From an optimization exercise on the open Yosys and OpenROAD flow, aimed at small area, a short achievable clock period and few clock cycles per item; shortcuts taken in it are not production practice. Function was not checked in any run shown here: the RTL went through the layout flow alone. Power figures rest on the tool's default switching activity, not on a simulated workload.

## flow/design.v (module list and top-level ports; edited modules follow where they fit)
// module mult32x32_arith: 2549 lines
// module mult32x32_xn: 6 lines
// module mult32x32_bsel: 6 lines
// module mult32x32_benc: 8 lines
// module mult32x32_fa: 7 lines
// module mult32x32_ha: 7 lines
// module mult32x32_fsm: 8 lines
// module mult32x32: 20 lines
module mult32x32 (
    input logic clk,             
    input logic reset,           
    input logic start,           
    input logic [31:0] a,        
    input logic [31:0] b,        
    output logic busy,           
    output logic [63:0] product  
);
  // ...
==> flow/flow/run.sh <==
#!/bin/bash
# Standard ORFS layout, with a plain buffer on each port and a tighter
# setup target for repair_timing.
set -euo pipefail
export BUFFER_PORTS_ARGS="-buffer_cell sky130_fd_sc_hd__buf_2"
export SETUP_SLACK_MARGIN=5.5
bash standard.sh > standard.log 2>&1
==> flow/standard.sh <==
#!/bin/bash
# synth_recipe.tcl (not shown) runs the flow's synth.tcl, then flattens the netlist and writes it again
# the make line also repeats each setting of config.mk as NAME=value (left out here)
make -C /OpenROAD-flow-scripts/flow DESIGN_CONFIG=/design/flow/config.mk WORK_HOME=/design/flow/orfs CLKGATE_MAP_FILE= SYNTH_SCRIPT=/design/flow/synth_recipe.tcl "${@:-finish}"
==> flow/config.mk <==
export PLATFORM = sky130hd
export DESIGN_NAME = mult32x32
export DESIGN_NICKNAME = mult32x32
export VERILOG_FILES = /design/flow/design.v
export SDC_FILE = /design/flow/constraint.sdc
export NUM_CORES = 4
export LEC_CHECK = 0
export CAP_MARGIN = 20
export CORE_MARGIN = 2
export CORE_UTILIZATION = 40
export SLEW_MARGIN = 20
export SYNTH_HIERARCHICAL = 1
export SYNTH_MINIMUM_KEEP_SIZE = 0
==> flow/constraint.sdc <==
create_clock -name core_clock -period 12.0 [get_ports {clk}]
set_input_delay 2.4000 -clock core_clock [delete_from_list [all_inputs] [get_ports {clk}]]
set_output_delay 2.4000 -clock core_clock [all_outputs]
set_load 0.01 [all_outputs]
==> results.txt, run 1 <==
In this run the static leakage power is 11.8 nW. The final number of max-transition violations came to 0. Across the run, the number of max-cap violations was 0. The worst hold path terminates at arith.valid. The number of violations reported at the end of detailed-routing iteration 0 is 2825. Setup slack on the worst reg-to-reg path comes out at 11.00 ns. The worst setup slack after placement is 4.63 ns.

Data on the critical path is required at its endpoint by 12.14 ns. The share of the final layout cell area in sequential cells is 12.1%. Summed over all failing endpoints, the final setup total negative slack is 0 ns. The worst hold path depth came out at 2. The reg-to-reg endpoint is arith.valid. The post-route DRC violation count came out at 0. The pin slew with the least headroom to its limit came out at 0.923 ns.

On the critical path the largest part of the delay comes from adder cells. The total sequential power is ~1.3 mW. The clock network takes up 1.93% of total cell area after layout. The number of antenna violations at the first check in global routing is 2. The flow ran to the end and the layout has no timing, DRC or antenna violations. The count of input and output buffers is 130. The y dimension of the die came out at 267 um. The share of the final layout cell area in multi-input gates is between 70% and 80%. The core area is 68600 um2. The layout-stage area growth over the synthesis result came out at 14.1%. The maximum buffer depth of the clock tree is 2.

The non-clock inverter instance count of the final layout is 159.
==> run 2, diff against run 1 <==
--- a/flow/design.v
+++ b/flow/design.v
@@ -8,4 +8,2 @@
 );
-logic one0_0, two0_0, neg0_0;
-logic one0_1, two0_1, neg0_1;
 logic neg0;
@@ -17,4 +15,2 @@
 logic [32:0] x0;
-logic one1_0, two1_0, neg1_0;
-logic one1_1, two1_1, neg1_1;
 logic neg1;
@@ -26,4 +22,2 @@
 logic [32:0] x1;
-logic one2_0, two2_0, neg2_0;
-logic one2_1, two2_1, neg2_1;
 logic neg2;
@@ -35,4 +29,2 @@
 logic [32:0] x2;
-logic one3_0, two3_0, neg3_0;
-logic one3_1, two3_1, neg3_1;
 logic neg3;
@@ -44,4 +36,2 @@
 logic [32:0] x3;
-logic one4_0, two4_0, neg4_0;
-logic one4_1, two4_1, neg4_1;
 logic neg4;
@@ -53,4 +43,2 @@
 logic [32:0] x4;
-logic one5_0, two5_0, neg5_0;
-logic one5_1, two5_1, neg5_1;
 logic neg5;
@@ -62,4 +50,2 @@
 logic [32:0] x5;
-logic one6_0, two6_0, neg6_0;
-logic one6_1, two6_1, neg6_1;
 logic neg6;
@@ -71,4 +57,2 @@
 logic [32:0] x6;
-logic one7_0, two7_0, neg7_0;
-logic one7_1, two7_1, neg7_1;
 logic neg7;
@@ -80,4 +64,2 @@
 logic [32:0] x7;
-logic one8_0, two8_0, neg8_0;
-logic one8_1, two8_1, neg8_1;
 logic neg8;
@@ -89,4 +71,2 @@
 logic [32:0] x8;
-logic one9_0, two9_0, neg9_0;
-logic one9_1, two9_1, neg9_1;
 logic neg9;
@@ -98,4 +78,2 @@
 logic [32:0] x9;
-logic one10_0, two10_0, neg10_0;
-logic one10_1, two10_1, neg10_1;
 logic neg10;
@@ -107,4 +85,2 @@
 logic [32:0] x10;
-logic one11_0, two11_0, neg11_0;
-logic one11_1, two11_1, neg11_1;
 logic neg11;
@@ -116,4 +92,2 @@
 logic [32:0] x11;
-logic one12_0, two12_0, neg12_0;
-logic one12_1, two12_1, neg12_1;
 logic neg12;
@@ -125,4 +99,2 @@
 logic [32:0] x12;
-logic one13_0, two13_0, neg13_0;
-logic one13_1, two13_1, neg13_1;
 logic neg13;
@@ -134,4 +106,2 @@
 logic [32:0] x13;
-logic one14_0, two14_0, neg14_0;
-logic one14_1, two14_1, neg14_1;
 logic neg14;
@@ -143,4 +113,2 @@
 logic [32:0] x14;
-logic one15_0, two15_0, neg15_0;
-logic one15_1, two15_1, neg15_1;
 logic neg15;
@@ -681,10 +649,8 @@
 logic valid;
-mult32x32_benc e0_0 (.b2(b[1]), .b1(b[0]), .b0(1'b0), .one(one0_0), .two(two0_0), .neg(neg0_0));
-mult32x32_benc e0_1 (.b2(b[1]), .b1(b[0]), .b0(1'b0), .one(one0_1), .two(two0_1), .neg(neg0_1));
-assign neg0 = neg0_0;
+assign neg0 = b[1] & ~(b[0] & 1'b0);
 assign sgn0 = ~b[1];
-assign onen0_0 = ~one0_0;
-assign twon0_0 = ~two0_0;
-assign onen0_1 = ~one0_1;
-assign twon0_1 = ~two0_1;
+mult32x32_xn eo0_0 (.a(b[0]), .s(1'b0), .y(onen0_0));
+mult32x32_twon et0_0 (.b2(b[1]), .b1(b[0]), .b0(1'b0), .y(twon0_0));
+mult32x32_xn eo0_1 (.a(b[0]), .s(1'b0), .y(onen0_1));
+mult32x32_twon et0_1 (.b2(b[1]), .b1(b[0]), .b0(1'b0), .y(twon0_1));
 mult32x32_xn x0_0 (.a(a[0]), .s(b[1]), .y(xn0[0]));
@@ -755,10 +721,8 @@
 mult32x32_bsel p0_32 (.onen(onen0_1), .twon(twon0_1), .xn0(xn0[32]), .xn1(xn0[31]), .pp(pp0[32]));
-mult32x32_benc e1_0 (.b2(b[3]), .b1(b[2]), .b0(b[1]), .one(one1_0), .two(two1_0), .neg(neg1_0));
-mult32x32_benc e1_1 (.b2(b[3]), .b1(b[2]), .b0(b[1]), .one(one1_1), .two(two1_1), .neg(neg1_1));
-assign neg1 = neg1_0;
+assign neg1 = b[3] & ~(b[2] & b[1]);
 assign sgn1 = ~b[3];
-assign onen1_0 = ~one1_0;
-assign twon1_0 = ~two1_0;
-assign onen1_1 = ~one1_1;
-assign twon1_1 = ~two1_1;
+mult32x32_xn eo1_0 (.a(b[2]), .s(b[1]), .y(onen1_0));
+mult32x32_twon et1_0 (.b2(b[3]), .b1(b[2]), .b0(b[1]), .y(twon1_0));
+mult32x32_xn eo1_1 (.a(b[2]), .s(b[1]), .y(onen1_1));
+mult32x32_twon et1_1 (.b2(b[3]), .b1(b[2]), .b0(b[1]), .y(twon1_1));
 mult32x32_xn x1_0 (.a(a[0]), .s(b[3]), .y(xn1[0]));
@@ -829,10 +793,8 @@
 mult32x32_bsel p1_32 (.onen(onen1_1), .twon(twon1_1), .xn0(xn1[32]), .xn1(xn1[31]), .pp(pp1[32]));
-mult32x32_benc e2_0 (.b2(b[5]), .b1(b[4]), .b0(b[3]), .one(one2_0), .two(two2_0), .neg(neg2_0));
-mult32x32_benc e2_1 (.b2(b[5]), .b1(b[4]), .b0(b[3]), .one(one2_1), .two(two2_1), .neg(neg2_1));
-assign neg2 = neg2_0;
+assign neg2 = b[5] & ~(b[4] & b[3]);
 assign sgn2 = ~b[5];
-assign onen2_0 = ~one2_0;
-assign twon2_0 = ~two2_0;
-assign onen2_1 = ~one2_1;
-assign twon2_1 = ~two2_1;
+mult32x32_xn eo2_0 (.a(b[4]), .s(b[3]), .y(onen2_0));
+mult32x32_twon et2_0 (.b2(b[5]), .b1(b[4]), .b0(b[3]), .y(twon2_0));
+mult32x32_xn eo2_1 (.a(b[4]), .s(b[3]), .y(onen2_1));
+mult32x32_twon et2_1 (.b2(b[5]), .b1(b[4]), .b0(b[3]), .y(twon2_1));
 mult32x32_xn x2_0 (.a(a[0]), .s(b[5]), .y(xn2[0]));
@@ -903,10 +865,8 @@
 mult32x32_bsel p2_32 (.onen(onen2_1), .twon(twon2_1), .xn0(xn2[32]), .xn1(xn2[31]), .pp(pp2[32]));
-mult32x32_benc e3_0 (.b2(b[7]), .b1(b[6]), .b0(b[5]), .one(one3_0), .two(two3_0), .neg(neg3_0));
-mult32x32_benc e3_1 (.b2(b[7]), .b1(b[6]), .b0(b[5]), .one(one3_1), .two(two3_1), .neg(neg3_1));
-assign neg3 = neg3_0;
+assign neg3 = b[7] & ~(b[6] & b[5]);
 assign sgn3 = ~b[7];
-assign onen3_0 = ~one3_0;
-assign twon3_0 = ~two3_0;
-assign onen3_1 = ~one3_1;
-assign twon3_1 = ~two3_1;
+mult32x32_xn eo3_0 (.a(b[6]), .s(b[5]), .y(onen3_0));
+mult32x32_twon et3_0 (.b2(b[7]), .b1(b[6]), .b0(b[5]), .y(twon3_0));
+mult32x32_xn eo3_1 (.a(b[6]), .s(b[5]), .y(onen3_1));
+mult32x32_twon et3_1 (.b2(b[7]), .b1(b[6]), .b0(b[5]), .y(twon3_1));
 mult32x32_xn x3_0 (.a(a[0]), .s(b[7]), .y(xn3[0]));
@@ -977,10 +937,8 @@
 mult32x32_bsel p3_32 (.onen(onen3_1), .twon(twon3_1), .xn0(xn3[32]), .xn1(xn3[31]), .pp(pp3[32]));
-mult32x32_benc e4_0 (.b2(b[9]), .b1(b[8]), .b0(b[7]), .one(one4_0), .two(two4_0), .neg(neg4_0));
-mult32x32_benc e4_1 (.b2(b[9]), .b1(b[8]), .b0(b[7]), .one(one4_1), .two(two4_1), .neg(neg4_1));
-assign neg4 = neg4_0;
+assign neg4 = b[9] & ~(b[8] & b[7]);
 assign sgn4 = ~b[9];
-assign onen4_0 = ~one4_0;
-assign twon4_0 = ~two4_0;
-assign onen4_1 = ~one4_1;
-assign twon4_1 = ~two4_1;
+mult32x32_xn eo4_0 (.a(b[8]), .s(b[7]), .y(onen4_0));
+mult32x32_twon et4_0 (.b2(b[9]), .b1(b[8]), .b0(b[7]), .y(twon4_0));
+mult32x32_xn eo4_1 (.a(b[8]), .s(b[7]), .y(onen4_1));
+mult32x32_twon et4_1 (.b2(b[9]), .b1(b[8]), .b0(b[7]), .y(twon4_1));
 mult32x32_xn x4_0 (.a(a[0]), .s(b[9]), .y(xn4[0]));
@@ -1051,10 +1009,8 @@
 mult32x32_bsel p4_32 (.onen(onen4_1), .twon(twon4_1), .xn0(xn4[32]), .xn1(xn4[31]), .pp(pp4[32]));
-mult32x32_benc e5_0 (.b2(b[11]), .b1(b[10]), .b0(b[9]), .one(one5_0), .two(two5_0), .neg(neg5_0));
-mult32x32_benc e5_1 (.b2(b[11]), .b1(b[10]), .b0(b[9]), .one(one5_1), .two(two5_1), .neg(neg5_1));
-assign neg5 = neg5_0;
+assign neg5 = b[11] & ~(b[10] & b[9]);
 assign sgn5 = ~b[11];
-assign onen5_0 = ~one5_0;
-assign twon5_0 = ~two5_0;
-assign onen5_1 = ~one5_1;
-assign twon5_1 = ~two5_1;
+mult32x32_xn eo5_0 (.a(b[10]), .s(b[9]), .y(onen5_0));
+mult32x32_twon et5_0 (.b2(b[11]), .b1(b[10]), .b0(b[9]), .y(twon5_0));
+mult32x32_xn eo5_1 (.a(b[10]), .s(b[9]), .y(onen5_1));
+mult32x32_twon et5_1 (.b2(b[11]), .b1(b[10]), .b0(b[9]), .y(twon5_1));
 mult32x32_xn x5_0 (.a(a[0]), .s(b[11]), .y(xn5[0]));
@@ -1125,10 +1081,8 @@
 mult32x32_bsel p5_32 (.onen(onen5_1), .twon(twon5_1), .xn0(xn5[32]), .xn1(xn5[31]), .pp(pp5[32]));
-mult32x32_benc e6_0 (.b2(b[13]), .b1(b[12]), .b0(b[11]), .one(one6_0), .two(two6_0), .neg(neg6_0));
-mult32x32_benc e6_1 (.b2(b[13]), .b1(b[12]), .b0(b[11]), .one(one6_1), .two(two6_1), .neg(neg6_1));
-assign neg6 = neg6_0;
+assign neg6 = b[13] & ~(b[12] & b[11]);
 assign sgn6 = ~b[13];
-assign onen6_0 = ~one6_0;
-assign twon6_0 = ~two6_0;
-assign onen6_1 = ~one6_1;
-assign twon6_1 = ~two6_1;
+mult32x32_xn eo6_0 (.a(b[12]), .s(b[11]), .y(onen6_0));
+mult32x32_twon et6_0 (.b2(b[13]), .b1(b[12]), .b0(b[11]), .y(twon6_0));
+mult32x32_xn eo6_1 (.a(b[12]), .s(b[11]), .y(onen6_1));
+mult32x32_twon et6_1 (.b2(b[13]), .b1(b[12]), .b0(b[11]), .y(twon6_1));
 mult32x32_xn x6_0 (.a(a[0]), .s(b[13]), .y(xn6[0]));
@@ -1199,10 +1153,8 @@
 mult32x32_bsel p6_32 (.onen(onen6_1), .twon(twon6_1), .xn0(xn6[32]), .xn1(xn6[31]), .pp(pp6[32]));
-mult32x32_benc e7_0 (.b2(b[15]), .b1(b[14]), .b0(b[13]), .one(one7_0), .two(two7_0), .neg(neg7_0));
-mult32x32_benc e7_1 (.b2(b[15]), .b1(b[14]), .b0(b[13]), .one(one7_1), .two(two7_1), .neg(neg7_1));
-assign neg7 = neg7_0;
+assign neg7 = b[15] & ~(b[14] & b[13]);
 assign sgn7 = ~b[15];
-assign onen7_0 = ~one7_0;
-assign twon7_0 = ~two7_0;
-assign onen7_1 = ~one7_1;
-assign twon7_1 = ~two7_1;
+mult32x32_xn eo7_0 (.a(b[14]), .s(b[13]), .y(onen7_0));
+mult32x32_twon et7_0 (.b2(b[15]), .b1(b[14]), .b0(b[13]), .y(twon7_0));
+mult32x32_xn eo7_1 (.a(b[14]), .s(b[13]), .y(onen7_1));
+mult32x32_twon et7_1 (.b2(b[15]), .b1(b[14]), .b0(b[13]), .y(twon7_1));
 mult32x32_xn x7_0 (.a(a[0]), .s(b[15]), .y(xn7[0]));
@@ -1273,10 +1225,8 @@
 mult32x32_bsel p7_32 (.onen(onen7_1), .twon(twon7_1), .xn0(xn7[32]), .xn1(xn7[31]), .pp(pp7[32]));
-mult32x32_benc e8_0 (.b2(b[17]), .b1(b[16]), .b0(b[15]), .one(one8_0), .two(two8_0), .neg(neg8_0));
-mult32x32_benc e8_1 (.b2(b[17]), .b1(b[16]), .b0(b[15]), .one(one8_1), .two(two8_1), .neg(neg8_1));
-assign neg8 = neg8_0;
+assign neg8 = b[17] & ~(b[16] & b[15]);
 assign sgn8 = ~b[17];
-assign onen8_0 = ~one8_0;
-assign twon8_0 = ~two8_0;
-assign onen8_1 = ~one8_1;
-assign twon8_1 = ~two8_1;
+mult32x32_xn eo8_0 (.a(b[16]), .s(b[15]), .y(onen8_0));
+mult32x32_twon et8_0 (.b2(b[17]), .b1(b[16]), .b0(b[15]), .y(twon8_0));
+mult32x32_xn eo8_1 (.a(b[16]), .s(b[15]), .y(onen8_1));
+mult32x32_twon et8_1 (.b2(b[17]), .b1(b[16]), .b0(b[15]), .y(twon8_1));
 mult32x32_xn x8_0 (.a(a[0]), .s(b[17]), .y(xn8[0]));
@@ -1347,10 +1297,8 @@
 mult32x32_bsel p8_32 (.onen(onen8_1), .twon(twon8_1), .xn0(xn8[32]), .xn1(xn8[31]), .pp(pp8[32]));
-mult32x32_benc e9_0 (.b2(b[19]), .b1(b[18]), .b0(b[17]), .one(one9_0), .two(two9_0), .neg(neg9_0));
-mult32x32_benc e9_1 (.b2(b[19]), .b1(b[18]), .b0(b[17]), .one(one9_1), .two(two9_1), .neg(neg9_1));
-assign neg9 = neg9_0;
+assign neg9 = b[19] & ~(b[18] & b[17]);
 assign sgn9 = ~b[19];
-assign onen9_0 = ~one9_0;
-assign twon9_0 = ~two9_0;
-assign onen9_1 = ~one9_1;
-assign twon9_1 = ~two9_1;
+mult32x32_xn eo9_0 (.a(b[18]), .s(b[17]), .y(onen9_0));
+mult32x32_twon et9_0 (.b2(b[19]), .b1(b[18]), .b0(b[17]), .y(twon9_0));
+mult32x32_xn eo9_1 (.a(b[18]), .s(b[17]), .y(onen9_1));
+mult32x32_twon et9_1 (.b2(b[19]), .b1(b[18]), .b0(b[17]), .y(twon9_1));
 mult32x32_xn x9_0 (.a(a[0]), .s(b[19]), .y(xn9[0]));
@@ -1421,10 +1369,8 @@
 mult32x32_bsel p9_32 (.onen(onen9_1), .twon(twon9_1), .xn0(xn9[32]), .xn1(xn9[31]), .pp(pp9[32]));
-mult32x32_benc e10_0 (.b2(b[21]), .b1(b[20]), .b0(b[19]), .one(one10_0), .two(two10_0), .neg(neg10_0));
-mult32x32_benc e10_1 (.b2(b[21]), .b1(b[20]), .b0(b[19]), .one(one10_1), .two(two10_1), .neg(neg10_1));
-assign neg10 = neg10_0;
+assign neg10 = b[21] & ~(b[20] & b[19]);
 assign sgn10 = ~b[21];
-assign onen10_0 = ~one10_0;
-assign twon10_0 = ~two10_0;
-assign onen10_1 = ~one10_1;
-assign twon10_1 = ~two10_1;
+mult32x32_xn eo10_0 (.a(b[20]), .s(b[19]), .y(onen10_0));
+mult32x32_twon et10_0 (.b2(b[21]), .b1(b[20]), .b0(b[19]), .y(twon10_0));
+mult32x32_xn eo10_1 (.a(b[20]), .s(b[19]), .y(onen10_1));
+mult32x32_twon et10_1 (.b2(b[21]), .b1(b[20]), .b0(b[19]), .y(twon10_1));
 mult32x32_xn x10_0 (.a(a[0]), .s(b[21]), .y(xn10[0]));
@@ -1495,10 +1441,8 @@
 mult32x32_bsel p10_32 (.onen(onen10_1), .twon(twon10_1), .xn0(xn10[32]), .xn1(xn10[31]), .pp(pp10[32]));
-mult32x32_benc e11_0 (.b2(b[23]), .b1(b[22]), .b0(b[21]), .one(one11_0), .two(two11_0), .neg(neg11_0));
-mult32x32_benc e11_1 (.b2(b[23]), .b1(b[22]), .b0(b[21]), .one(one11_1), .two(two11_1), .neg(neg11_1));
-assign neg11 = neg11_0;
+assign neg11 = b[23] & ~(b[22] & b[21]);
 assign sgn11 = ~b[23];
-assign onen11_0 = ~one11_0;
-assign twon11_0 = ~two11_0;
-assign onen11_1 = ~one11_1;
-assign twon11_1 = ~two11_1;
+mult32x32_xn eo11_0 (.a(b[22]), .s(b[21]), .y(onen11_0));
+mult32x32_twon et11_0 (.b2(b[23]), .b1(b[22]), .b0(b[21]), .y(twon11_0));
+mult32x32_xn eo11_1 (.a(b[22]), .s(b[21]), .y(onen11_1));
+mult32x32_twon et11_1 (.b2(b[23]), .b1(b[22]), .b0(b[21]), .y(twon11_1));
 mult32x32_xn x11_0 (.a(a[0]), .s(b[23]), .y(xn11[0]));
@@ -1569,10 +1513,8 @@
 mult32x32_bsel p11_32 (.onen(onen11_1), .twon(twon11_1), .xn0(xn11[32]), .xn1(xn11[31]), .pp(pp11[32]));
-mult32x32_benc e12_0 (.b2(b[25]), .b1(b[24]), .b0(b[23]), .one(one12_0), .two(two12_0), .neg(neg12_0));
-mult32x32_benc e12_1 (.b2(b[25]), .b1(b[24]), .b0(b[23]), .one(one12_1), .two(two12_1), .neg(neg12_1));
-assign neg12 = neg12_0;
+assign neg12 = b[25] & ~(b[24] & b[23]);
 assign sgn12 = ~b[25];
-assign onen12_0 = ~one12_0;
-assign twon12_0 = ~two12_0;
-assign onen12_1 = ~one12_1;
-assign twon12_1 = ~two12_1;
+mult32x32_xn eo12_0 (.a(b[24]), .s(b[23]), .y(onen12_0));
+mult32x32_twon et12_0 (.b2(b[25]), .b1(b[24]), .b0(b[23]), .y(twon12_0));
+mult32x32_xn eo12_1 (.a(b[24]), .s(b[23]), .y(onen12_1));
+mult32x32_twon et12_1 (.b2(b[25]), .b1(b[24]), .b0(b[23]), .y(twon12_1));
 mult32x32_xn x12_0 (.a(a[0]), .s(b[25]), .y(xn12[0]));
@@ -1643,10 +1585,8 @@
 mult32x32_bsel p12_32 (.onen(onen12_1), .twon(twon12_1), .xn0(xn12[32]), .xn1(xn12[31]), .pp(pp12[32]));
-mult32x32_benc e13_0 (.b2(b[27]), .b1(b[26]), .b0(b[25]), .one(one13_0), .two(two13_0), .neg(neg13_0));
-mult32x32_benc e13_1 (.b2(b[27]), .b1(b[26]), .b0(b[25]), .one(one13_1), .two(two13_1), .neg(neg13_1));
-assign neg13 = neg13_0;
+assign neg13 = b[27] & ~(b[26] & b[25]);
 assign sgn13 = ~b[27];
-assign onen13_0 = ~one13_0;
-assign twon13_0 = ~two13_0;
-assign onen13_1 = ~one13_1;
-assign twon13_1 = ~two13_1;
+mult32x32_xn eo13_0 (.a(b[26]), .s(b[25]), .y(onen13_0));
+mult32x32_twon et13_0 (.b2(b[27]), .b1(b[26]), .b0(b[25]), .y(twon13_0));
+mult32x32_xn eo13_1 (.a(b[26]), .s(b[25]), .y(onen13_1));
+mult32x32_twon et13_1 (.b2(b[27]), .b1(b[26]), .b0(b[25]), .y(twon13_1));
 mult32x32_xn x13_0 (.a(a[0]), .s(b[27]), .y(xn13[0]));
@@ -1717,10 +1657,8 @@
 mult32x32_bsel p13_32 (.onen(onen13_1), .twon(twon13_1), .xn0(xn13[32]), .xn1(xn13[31]), .pp(pp13[32]));
-mult32x32_benc e14_0 (.b2(b[29]), .b1(b[28]), .b0(b[27]), .one(one14_0), .two(two14_0), .neg(neg14_0));
-mult32x32_benc e14_1 (.b2(b[29]), .b1(b[28]), .b0(b[27]), .one(one14_1), .two(two14_1), .neg(neg14_1));
-assign neg14 = neg14_0;
+assign neg14 = b[29] & ~(b[28] & b[27]);
 assign sgn14 = ~b[29];
-assign onen14_0 = ~one14_0;
-assign twon14_0 = ~two14_0;
-assign onen14_1 = ~one14_1;
-assign twon14_1 = ~two14_1;
+mult32x32_xn eo14_0 (.a(b[28]), .s(b[27]), .y(onen14_0));
+mult32x32_twon et14_0 (.b2(b[29]), .b1(b[28]), .b0(b[27]), .y(twon14_0));
+mult32x32_xn eo14_1 (.a(b[28]), .s(b[27]), .y(onen14_1));
+mult32x32_twon et14_1 (.b2(b[29]), .b1(b[28]), .b0(b[27]), .y(twon14_1));
 mult32x32_xn x14_0 (.a(a[0]), .s(b[29]), .y(xn14[0]));
@@ -1791,10 +1729,8 @@
 mult32x32_bsel p14_32 (.onen(onen14_1), .twon(twon14_1), .xn0(xn14[32]), .xn1(xn14[31]), .pp(pp14[32]));
-mult32x32_benc e15_0 (.b2(b[31]), .b1(b[30]), .b0(b[29]), .one(one15_0), .two(two15_0), .neg(neg15_0));
-mult32x32_benc e15_1 (.b2(b[31]), .b1(b[30]), .b0(b[29]), .one(one15_1), .two(two15_1), .neg(neg15_1));
-assign neg15 = neg15_0;
+assign neg15 = b[31] & ~(b[30] & b[29]);
 assign sgn15 = ~b[31];
-assign onen15_0 = ~one15_0;
-assign twon15_0 = ~two15_0;
-assign onen15_1 = ~one15_1;
-assign twon15_1 = ~two15_1;
+mult32x32_xn eo15_0 (.a(b[30]), .s(b[29]), .y(onen15_0));
+mult32x32_twon et15_0 (.b2(b[31]), .b1(b[30]), .b0(b[29]), .y(twon15_0));
+mult32x32_xn eo15_1 (.a(b[30]), .s(b[29]), .y(onen15_1));
+mult32x32_twon et15_1 (.b2(b[31]), .b1(b[30]), .b0(b[29]), .y(twon15_1));
 mult32x32_xn x15_0 (.a(a[0]), .s(b[31]), .y(xn15[0]));
@@ -2561,9 +2497,7 @@
 endmodule
-module mult32x32_benc (
+module mult32x32_twon (
     input logic b2, b1, b0,
-    output logic one, two, neg
+    output logic y
 );
-assign one = b1 ^ b0;
-assign two = (b2 & ~b1 & ~b0) | (~b2 & b1 & b0);
-assign neg = b2 & ~(b1 & b0);
+assign y = ~((b2 & ~b1 & ~b0) | (~b2 & b1 & b0));
 endmodule
==> results.txt, run 2 <==
The total routing resource utilization after global routing was 28.0% (was 27.8%). The maximum buffer depth of the clock tree is 2 (unchanged). The number of nets in the layout is 3416 (was 3566). The post-route DRC violation count came out at 0 (unchanged).

The initial standard-cell utilization of the core came to 40.4% (about the same). The setup violation total in the final timing report is 0 (unchanged). The layout-stage area growth over the synthesis result is 12.6% (was 14.1%). The leakage power is 11.2 nW (was 11.8 nW). The class of the tightest hold or removal check is flip-flop to flip-flop (unchanged). The count of clock tree sinks came out at 128 (unchanged).

The total via count after detailed routing is 22900 (was 23800). The share of post-route cells with drive strength above 1 is 11.2% (was 13.4%). The number of storage elements in the synthesis netlist is 128. Most frequent cells in the layout: sky130_fd_sc_hd__xnor2_1, sky130_fd_sc_hd__o22ai_1, sky130_fd_sc_hd__fa_1, sky130_fd_sc_hd__edfxtp_1, sky130_fd_sc_hd__buf_2 (was sky130_fd_sc_hd__xnor2_1, sky130_fd_sc_hd__o22ai_1, sky130_fd_sc_hd__fa_1, sky130_fd_sc_hd__ha_1, sky130_fd_sc_hd__buf_2). The worst clock skew on the final layout was 0 ns (unchanged). The start point of the critical path is b[11] (was b[13]). The final number of max-transition violations came out at 0 (unchanged). The stage delay of the slowest cell on the critical path is 0.55 ns (was 0.57 ns). The fraction of registers with async set/reset is less than 1%. The detailed placement HPWL is 77.2 mm (was 77.9 mm). The number of cell instances on the worst register-to-register path was 1 (was 2). The startpoint of the tightest hold check path is arith.valid (unchanged). The CTS H-tree depth was 4 (unchanged). The final estimated routing congestion in global placement came out at 0.955 (was 0.965). The largest register by flop count is arith.sum_q (unchanged). In the synthesized netlist the dominant register cell turns out to be sky130_fd_sc_hd__edfxtp_1. The kind of start point of the critical path is a primary input (unchanged). The arrival time of the worst setup path is 6.63 ns (was 6.60 ns).

The required time at the worst-slack endpoint came out at 12.20 ns (was 12.14 ns). The die area is 70100 um2 (was 71500 um2). Run status: finished clean (unchanged). The TritonCTS clock tree was done (unchanged). The count of cell instances traversed by the critical path is 12 (unchanged).

Setup repair after global routing missed its margin: yes (unchanged). The y dimension of the die came out at 265 um (was 267 um). The endpoint type of the worst setup path is a flip-flop (unchanged).

The count of synthesis-stage warnings from yosys was 7 (unchanged). The post-route setup TNS came out at 0 ns (unchanged). The final cycle utilization of the critical path came out at 53.6% (was 53.8%). The clock latency at the later pin of the worst-skew pair is 0.45 ns (was 0.43 ns). The number of antenna violations at the first check in global routing came out at 6 (was 2). The minimum period implied by the final worst setup slack was 6.43 ns (was 6.46 ns). The total detailed-routing wirelength is 98.9 mm (was 102 mm). The number of maximum-capacitance constraint violations came out at 0 (unchanged). Cells along the critical path: buf_2, clkbuf_8, nor3b_1, a21oi_1, buf_4, o22ai_1, fa_1, fa_1, fa_1, fa_1, fa_1, fa_1 (was buf_2, buf_12, nand2b_1, o22ai_2, clkinvlp_4, buf_4, o22ai_1, fa_1, fa_1, fa_1, fa_1, fa_2). The first-pass detailed-route iteration total came out at 6 (was 7). The clock input transition at the sequential cells of the worst setup and hold paths was 0.06 ns (about the same). The buffer type at the clock tree root is sky130_fd_sc_hd__clkbuf_16 (unchanged). The worst IR drop on VDD came out at 175 uV (was 227 uV).

In the post-synthesis netlist, the cell with the most instances is sky130_fd_sc_hd__xnor2_1. The number of distinct standard cells referenced by the synthesized netlist is 67. The critical register-to-register path startpoint is arith.valid (unchanged). The number of ports placed on the die boundary came to 132 (unchanged).

After synthesis, the cell types taking the most area are sky130_fd_sc_hd__fa_1, sky130_fd_sc_hd__xnor2_1, sky130_fd_sc_hd__edfxtp_1. The synthesized design devotes to its leading area cell type between 30% and 40% of total area. The per-instance average area after synthesis is 10.7 um2 (was 10.5 um2).

The worst hold path depth is 1 (was 2). The detailed-route wire length per cell is 27.1 um (was 26.8 um). The pin count of the biggest net entering global routing came out at 72 (was 67). The total grt overflow came out at 0 (unchanged). The highest attainable clock frequency came out at 155 MHz (about the same). The library cell appearing most often on the critical path was sky130_fd_sc_hd__fa_1 (unchanged). The total CTS buffers is 17 (unchanged).

The number of buffers and inverters on the critical path is 3 (was 4). The wire length of the first global-routing pass is 148 mm (about the same). Leading registers by flop count: arith.sum_q (64), arith.carry_q (63), arith.valid (1) (unchanged). The library cell contributing the largest single delay on the critical path was sky130_fd_sc_hd__fa_1 (was sky130_fd_sc_hd__fa_2). The reg-to-reg endpoint is arith.valid (unchanged).

The final worst hold slack is 1.26 ns (was 0.778 ns). The horizontal die dimension came out at 265 um (was 267 um). The average via count per standard cell is 6.28 (was 6.21). The cell area power density is 315 nW/um2 (was 314 nW/um2).

The number of flip-flops under the largest register name is 64 (unchanged). The end point of the most critical hold path is arith.valid (unchanged). The synthesized design spends more area on one cell type than any other, namely sky130_fd_sc_hd__fa_1.

The number of global-route vias before repair is 23200 (was 23500). The remaining number of nets flagged by the antenna check after routing came to 0 (unchanged). The path type of the worst setup path is primary input to flip-flop (unchanged). The worst reg-to-reg setup slack came out at 10.66 ns (was 11.00 ns). The standard-cell row count is 95 (was 96).

The count of mapped cells out of synthesis is 2547 (was 2653). The sequential element share of the synthesized area is 14.1%. The number of hold-slack violations in the final timing report is 0 (unchanged). The count of input and output buffers came out at 130 (unchanged). The leading cell type in the layout, fill and taps excluded is sky130_fd_sc_hd__xnor2_1 (unchanged). The cell area after synthesis came out at 27200 um2 (was 27700 um2). The maximum fanout encountered on the critical timing path is 45 (was 44).

The core area is 67300 um2 (was 68600 um2). The number of violations reported at the end of detailed-routing iteration 0 came to 2602 (was 2825). The tightest slew margin relative to the limit came out at 33.4% (was 38.3%). The number of synthesized flops with an enable pin came out at roughly 130. The dominant delay contributor by cell family on the critical path is adder cells (unchanged). In the synthesized netlist, the cells that appear most often are sky130_fd_sc_hd__xnor2_1, sky130_fd_sc_hd__o22ai_1, sky130_fd_sc_hd__fa_1, sky130_fd_sc_hd__edfxtp_1, sky130_fd_sc_hd__ha_1. The pin slew with the least headroom to its limit came out at 0.995 ns (was 0.923 ns).
[run 2: changes by cell type in the layout (fill, tap and decap cells not counted), sizes merged, moves of 7 or more]
cell,before,now
nor2b,25,39
nand2b,41,6
clkinvlp,42,1
ha,147,115
inv,123,85
clkbuf,30,21
a21oi,73,98
o22ai,561,529
and2,25,74
nor3b,5,32
nor2,94,37
nor3,18,11
xnor2,539,572
[run 2: metal layers]
layer | vias to the layer above | GRT usage, % | share of wire [%]
li1 | 9825 | - | -
met4 | 4 | 10.7 | 4.4
met1 | 11500 | 39.0 | 41
met3 | 211 | 7.01 | 12
met5 | - | 0 | 0.020
met2 | 1342 | 42.2 | 43
[run 2: cell families (layout without fill, tap and decap cells)]
logic type                 Yosys count  count (layout)  synth area share (%)
DFF                                128             128                  14.1
xor gates and xnor gates           599             599                  19.3
muxes                                5               5                 0.184
buffers and inverters              111             334                  1.56
adders and majority gates          584             584                  39.8
other                                2               8                0.0276
AOI/OAI and AO/OA                  770             773                  18.1
and+or+nand+nor                    348             348                  6.85
[run 2: worst max path at each step]
stage                             end  slack (ns)
floorplan           arith.carry_q[33]        5.50
global placement    arith.carry_q[36]        4.43
detailed placement  arith.carry_q[33]        4.42
CTS                 arith.carry_q[45]        5.51
global route        arith.carry_q[34]        5.47
finish              arith.carry_q[32]        5.57
[run 2: final cells by class]
cell class / count / area [um2]
timing repair buffer: 223 / 1500
tap: 873 / 1090
antenna: 1 / 2.50
multi-input combinational: 2316 / 23300
clock inverter: 15 / 181
fill: 6318 / 36700
sequential: 128 / 3840
inverter: 79 / 297
clock buffer: 17 / 425
[run 2: timing repair]
action,in CTS,in global routing
gates resized for setup,26,43
setup buffers,11,14
hold buffers,0,0
pin swaps,4,10
setup endpoints to repair,53,55
cloned,0,4
[run 2: through the flow]
stage	power, mW	setup WS (ns)	utilization [%]	cells	area [um2]
finish	9.64	5.57	45.5	3652	30600
CTS	9.57	5.51	44.9	3633	30200
global placement	8.77	4.43	43.7	3590	29400
floorplan	6.21	5.50	-	2552	27200
global route	10.6	5.47	45.5	3651	30600
detailed placement	8.97	4.42	43.7	3590	29400
[run 2: per-module statistics from Yosys, one instance, submodules excluded, a selection]
module | flip-flops and latches | times used | cells inside | area [um2]
mult32x32_fa | 0 | 469 | 1 | 20.0
mult32x32_arith | 128 | 1 | 866 | 8600
mult32x32_bsel | 0 | 528 | 1 | 6.26
mult32x32_xn | 0 | 544 | 1 | 8.76
mult32x32_fsm | 0 | 1 | 3 | 18.8
mult32x32_twon | 0 | 32 | 3 | 18.8
mult32x32_ha | 0 | 41 | 1 | 12.5
[run 2: power by group]
group          switching, mW  total [mW]  internal [mW]  leakage, nW
clock network          0.217       0.545          0.329        0.297
registers              0.138        1.30           1.16         1.25
logic                   4.42        7.80           3.38         9.70

-- re-timing with driven ports --
The results above use ideal ports. As a check the final layouts listed here were re-extracted and re-timed, cells and wires unchanged.
Step 1 assumes that a clkbuf_16 drives the clock port and a buf_2 every other input.
Step 2 also shifts input and output timing later by t, the mid clock arrival at the registers, as if the neighbouring blocks saw the same clock.
Three values: no drivers, after step 1, after step 2; two values: the first two.
| run | shift t [ns] | slack for setup (ns) | slew at the worst register clock pin (ns) | pins driven straight from the clock port |
|---|---|---|---|---|
| run 1 | 0.489 | 5.540 / 5.518 / 5.069 | 0.07 / 0.07 | 1 |
| run 2 | 0.510 | 5.567 / 5.594 / 5.089 | 0.07 / 0.07 | 1 |
After both steps setup and hold are still met in every run listed. For run 2, which loses most, drivers alone change the setup slack by +0.027 ns; drivers and shift together by -0.478 ns.
